This design comes from an exercise in tuning for small area and a short achievable clock period on the open sky130 flow, not from production work.
In this exercise RTL edits were held to simulation tests only and were not proved equivalent to the original.
No activity file was given, so power comes from the tool's default toggle rates.

## flow/design.v (module list and top-level ports; edited modules follow where they fit)
// module mips_mul32s: 2501 lines
// module mips_bk30: 81 lines
// module mips_bk32l: 122 lines
// module mips: 429 lines
module mips(
    input rst,
    input clk,
    input wire[31:0] ins_input,
    output wire[31:0] addr_output,
    input wire[31:0] ram_data,
    output wire[31:0] ram_addr_output,
    output wire ram_write_enabler_output,
    output wire[3:0] ram_select_output,
    output wire[31:0] ram_data_output,
    output wire ram_enabler
    );
  // ...
==> flow/run.sh <==
#!/bin/bash
# synth_recipe.tcl (not shown) runs the flow's synth.tcl, then flattens the netlist and writes it again
# the make line also repeats each setting of config.mk as NAME=value (left out here)
make -C /OpenROAD-flow-scripts/flow DESIGN_CONFIG=/design/flow/config.mk WORK_HOME=/design/flow/orfs CLKGATE_MAP_FILE= SYNTH_SCRIPT=/design/flow/synth_recipe.tcl finish
==> flow/config.mk <==
export PLATFORM = sky130hd
export DESIGN_NAME = mips
export DESIGN_NICKNAME = mips
export VERILOG_FILES = /design/flow/design.v
export SDC_FILE = /design/flow/constraint.sdc
export NUM_CORES = 4
export LEC_CHECK = 0
export ABC_AREA = 1
export CAP_MARGIN = 35
export CORE_MARGIN = 2
export CORE_UTILIZATION = 45
export CTS_CLUSTER_DIAMETER = 60
export CTS_CLUSTER_SIZE = 20
export SLEW_MARGIN = 20
==> flow/constraint.sdc <==
create_clock -name core_clock -period 17.0 [get_ports {clk}]
set_input_delay 3.4000 -clock core_clock [delete_from_list [all_inputs] [get_ports {clk}]]
set_output_delay 3.4000 -clock core_clock [all_outputs]
set_load 0.01 [all_outputs]
==> reports/qor.yml, run 1 <==
cts:
  postCtsResizedCells: 0
  clk_latency_ns: 0.88
  post_cts_buffers: 0
placed_design:
  placed_area_sq_mm: 0.103
  dpl.cell_count: 13300
  place_ws_ns: 8.59
  dp.final_hpwl_um: 366000
cells_and_area:
  clock_buffers: 147
  layout_commonest_cell: "o22ai_1"
  nNetsFinal: 11400
  num-nonclk-inverters: 1202
synthesis:
  seq_area_frac_synth_pct: 41.1
  synth_top_area_cell: "edfxtp_1"
  synth_fa_ha_area_share_pct: 13.0
  synth_compound_area_share_pct: 18.9
  synth_top_family_by_area: "compound AO/OA/AOI/OAI gates"
  synth_nets: 11300
  ys_warn_count: 1
  avgSynthCellArea_sq_um: 9.20
  async_flop_share_pct: 0
hold_path:
  whs_path_depth: 0
  hold_class: "flip-flop to flip-flop"
  worstHoldStart: "x_memop[0]"
setup_path:
  critPathMostFrequentCell: "fa_1"
  cp.depth: 25
  crit_path_end_kind: "flip-flop"
  worstReg2RegEnd: "x_btwo[15]"
  arrival_ns: 8.93
route:
  wl_per_cell_um: 38.3
  wl_met2_um: 219000
  drt-met1-wl_um: 184000
pwr:
  p_total_uw: 12300
run_status:
  status: "no timing/DRC/antenna violations"
floorplanning:
  num_io_pins: 168
  dieHeight_um: 468
==> run 2, diff against run 1 <==
==> flow/flow/run.sh (new file) <==
#!/bin/bash
# Own flow: the standard layout (standard.sh, unchanged synthesis and steps), with one
# change to clock tree synthesis: no dummy loads are inserted to balance the leaf buffers
# (they only add cell area here). Sink clustering and repair are as in the standard flow,
# with the cluster size/diameter of config.mk. All tool output goes to flow.log here;
# ORFS's per-step logs stay under orfs/logs.
set -euo pipefail
export CTS_ARGS="-sink_clustering_enable -repair_clock_nets -sink_clustering_size 28 -sink_clustering_max_diameter 70 -dont_use_dummy_load"
bash standard.sh finish > flow.log 2>&1
==> flow/standard.sh (new file) <==
#!/bin/bash
# synth_recipe.tcl (not shown) runs the flow's synth.tcl, then flattens the netlist and writes it again
# the make line also repeats each setting of config.mk as NAME=value (left out here)
make -C /OpenROAD-flow-scripts/flow DESIGN_CONFIG=/design/flow/config.mk WORK_HOME=/design/flow/orfs CLKGATE_MAP_FILE= SYNTH_SCRIPT=/design/flow/synth_recipe.tcl "${@:-finish}"
--- a/flow/config.mk
+++ b/flow/config.mk
@@ -11,4 +11,4 @@
 export CORE_UTILIZATION = 45
-export CTS_CLUSTER_DIAMETER = 60
-export CTS_CLUSTER_SIZE = 20
+export CTS_CLUSTER_DIAMETER = 70
+export CTS_CLUSTER_SIZE = 28
 export SLEW_MARGIN = 20
removed: flow/run.sh
==> reports/qor.yml, run 2 <==
setup_path:
  start_kind: "flip-flop"  # unchanged
  arrival_ns: 8.87  # was 8.93 ns
  rr_startpoint: "x_a[19]"  # unchanged
  critPathMaxFanout: 19  # unchanged
  slowest_stage: "fa_1"  # was clkinv_1
  path_buf_inv: 5  # unchanged
  cpLargestDelayFamily: "adder cells"  # unchanged
  required_ns: 17.61  # was 17.73 ns
  worstReg2RegEnd: "x_btwo[15]"  # unchanged
  crit_path_end_kind: "flip-flop"  # unchanged
  rr_worst_depth: 25  # unchanged
  path_class: "flip-flop to flip-flop"  # unchanged
  cpPeakStageDelay_ns: 0.80  # was 0.81 ns
  r2r_setup_slack_ns: 8.74  # was 8.80 ns
  critPathMostFrequentCell: "fa_1"  # unchanged
cts:
  root_buffer: "clkbuf_16"  # unchanged
  cts_max_level: 3  # was 4
  cts_hold_buf: 0  # unchanged
  cts_tree: "done"  # unchanged
  numCtsBuffers: 103  # was 136
  postCtsResizedCells: 0  # unchanged
  post_cts_buffers: 0  # unchanged
  clkSinkCount: 1446  # unchanged
  path_clk_slew_ns: 0.07  # was 0.08 ns
  clk_latency_ns: 0.87  # was 0.88 ns
  clockBufferDepth: 3  # unchanged
cells_and_area:
  drive_above_1_share_pct: 8.86  # was 9.94%
  largest_reg_flops: 992  # unchanged
  final_area_sq_mm: 0.106  # was 0.109 sq mm
  largest_register: "R.qn"  # unchanged
  layout_common_cells: "o22ai_1, nand2_1, inv_1"  # unchanged
  layout_commonest_cell: "o22ai_1"  # unchanged
  register_area_sq_mm: 0.0399  # unchanged
  area_growth_pct: 9.76  # was 12.0%
  fillers: 20100  # was 19,900
  multi_input_area_sq_mm: 0.0502  # was 0.0503 sq mm
  nNetsFinal: 11300  # was 11,400
sta:
  rsz0062_at_grt: "no"  # unchanged
  post-route-period-util_pct: 48.6  # was 48.2%
  clock.fmax_mhz: 121  # was 122 MHz
  setup_viol: 0  # unchanged
  worst_pin_slew_ns: 1.12  # was 1.10 ns
  fin_setup_tns_ns: 0  # unchanged
  slew_viol_final: 0  # unchanged
  holdWs_ns: 0.335  # was 0.333 ns
  final_hold_viol_count: 0  # unchanged
  slew_headroom_pct: 25.1  # was 26.2%
  final.setup_skew_ns: 0.174  # was 0.0689 ns
  fin_crit_ns: 8.26  # was 8.20 ns
route:
  first_pass_iters: 10  # was 9
  drc: 0  # unchanged
  wl_um: 518000  # was 519,000 um
  antenna_left: 0  # unchanged
  avgViaCountPerCell: 6.83  # was 6.79
  drt_iter0_drc: 14700  # was 14,800
  vias: 91600  # was 92,000
  wl_per_cell_um: 38.6  # was 38.3 um
synthesis:
  synth_top_area_cell: "edfxtp_1"  # unchanged
  async_flop_share_pct: 0  # unchanged
  synthTopCellsByCount: "o22ai_1, nand2_1, inv_1"  # unchanged
  synth_nets: 11300  # unchanged
  synth.cell_area_sq_mm: 0.0969  # unchanged
  postSynthCellCount: 10500  # unchanged
  synth_top_area_share_pct: 33.7  # unchanged
  synth_edf_count: 1088  # unchanged
  synth.most_common_cell: "o22ai_1"  # unchanged
  avgSynthCellArea_sq_um: 9.20  # unchanged
  seq_area_frac_synth_pct: 41.1  # unchanged
  ys_ff_latch: 1446  # unchanged
  synth_area_leaders: "edfxtp_1, fa_1, o22ai_1, dfxtp_1, xor2_1"  # unchanged
  synth_cell_types: 83  # unchanged
  ys_warn_count: 1  # unchanged
  yosys_most_used_dff: "edfxtp_1"  # unchanged
pwr:
  power_density_mw_per_mm2: 106  # was 113 mW/mm^2
  vdd_ir_drop_max_mv: 0.175  # was 0.213 mV
  p_leak_uw: 0.0402  # was 0.0412 uW
hold_path:
  worstHoldStart: "x_memop[0]"  # unchanged
  whs_path_depth: 0  # unchanged
  holdPathEnd: "m_memop[0]"  # unchanged
  hold_class: "flip-flop to flip-flop"  # unchanged
global_route:
  grt_pass1_wl_um: 703000  # was 705,000 um
  grt_pass1_vias: 85400  # was 86,200
  antenna_found_initial: 44  # was 42
  overflow: 0  # unchanged
  grt.total_usage_pct: 46.2  # was 46.4%
  grt_max_degree: 65  # unchanged
floorplanning:
  core-area_sq_mm: 0.214  # unchanged
  initial_core_util_pct: 45.2  # unchanged
  dieHeight_um: 468  # unchanged
  row_count: 170  # unchanged
  dieArea_sq_mm: 0.219  # unchanged
  die_x_um: 468  # unchanged
  num_io_pins: 168  # unchanged
placed_design:
  placed_area_sq_mm: 0.103  # unchanged
  finalWeightedCongestion: 1.06  # unchanged
  port_buffers: 167  # unchanged
  dp.final_hpwl_um: 366000  # unchanged
run_status:
  status: "no timing/DRC/antenna violations"  # unchanged
flow_run:
  maxCapViolCount: 0  # unchanged
-- run 2: cell count changes in the layout (fill, tap and decap cells not counted), moves of 6 or more --
cell / delta
clkbuf_16: -34
clkinv_8: -16
inv_6: -16
inv_8: -10
bufinv_16: -9
clkinv_4: -9
clkinv_2: -8
inv_12: -8
clkinvlp_4: -7
clkbuf_1: -6
diode_2: +6
-- run 2: metal layers --
layer	share of wire (%)	wire length (um)	global-route usage, %
met1	35	183000	57.3
met2	42	218000	67.9
met3	12	63300	12.7
met4	10	52100	36.3
met5	0.037	192	0
-- run 2: worst max path at each step --
| stage | endpoint | depth (start not counted) | start |
|---|---|---|---|
| floorplan | x_delay | 35 | x_a[1] |
| global placement | x_delay | 30 | ram_data[31] |
| detailed placement | x_delay | 26 | ram_data[31] |
| CTS | x_btwo[15] | 30 | x_a[1] |
| global route | x_btwo[15] | 30 | x_a[1] |
| finish | x_btwo[15] | 25 | x_a[19] |
-- run 2: logic make-up after synthesis --
logic type               after synthesis  synth area share, %
AO/OA/AOI/OAI                       2978                 18.9
XOR/XNOR                             694                 6.27
adder cells (fa/ha/maj)              726                 13.0
buffers and inverters               1953                 7.96
flip-flops                          1446                 41.1
multiplexers                          27                0.279
AND/OR/NAND/NOR                     2715                 12.5
-- run 2: per-stage QoR --
stage / std cells / util (%) / total power [uW] / setup slack [ns]
6_report: 13400 / 49.6 / 11200 / 8.74
3_5_place_dp: 13300 / 48.3 / 8800 / 8.59
3_3_place_gp: 13200 / 47.9 / 8740 / 8.56
5_1_grt: 13400 / 49.6 / 11600 / 8.44
4_1_cts: 13400 / 49.5 / 11100 / 8.92
2_1_floorplan: 10500 / - / 6690 / 10.33
-- run 2: report_power, final --
group,total [uW],switching (uW),internal [uW]
Combinational,4690,3250,1440
Clock,2310,1250,1060
Sequential,4250,157,4090
Total,11200,4650,6590
-- run 2: worst register-to-register path, delay by kind of cell, from the launching register on --
kind | cells | cell delay [ns]
AOI/OAI and AO/OA | 8 | 1.43
adders and majority gates | 7 | 3.74
DFF | 1 | 0.30
and+or+nand+nor | 3 | 0.55
buffers and inverters | 5 | 1.42
xor gates and xnor gates | 2 | 0.67
-- run 2: layout make-up --
type                       instances  area share (%)
inverter                        1202            4.24
clock buffer                     103            2.42
timing repair buffer             656            5.25
tap                             2838            3.34
antenna                           33          0.0776
multi-input combinational       7140            47.2
sequential                      1446            37.5

[re-timing with driven ports]
The flow's constraints put no driver on any port. The routed layouts listed below were extracted and timed again, unchanged, in two steps. Step 1 sets driving cells, clkbuf_16 on the clock port and buf_2 on the other inputs (assumed; they add their load-dependent delay and slew). Step 2 times the ports against the registers' clock, not the clock port: input delays grow and output delays shrink by t, the midpoint of the rising clock arrivals with the driver on. a / b / c = no drivers / after step 1 / after step 2; a / b = the first two.
run	shift t [ns]	slack for setup (ns)	worst setup path after step 2	pins driven straight from the clock port
run 1	0.945	8.800 / 8.800 / 8.282	input to register	1
run 2	0.899	8.740 / 8.740 / 8.223	input to register	1
After both steps every run listed still meets setup and hold. The setup slack of run 1, which loses most, moves by 0.000 ns with the drivers and by -0.518 ns with both steps.
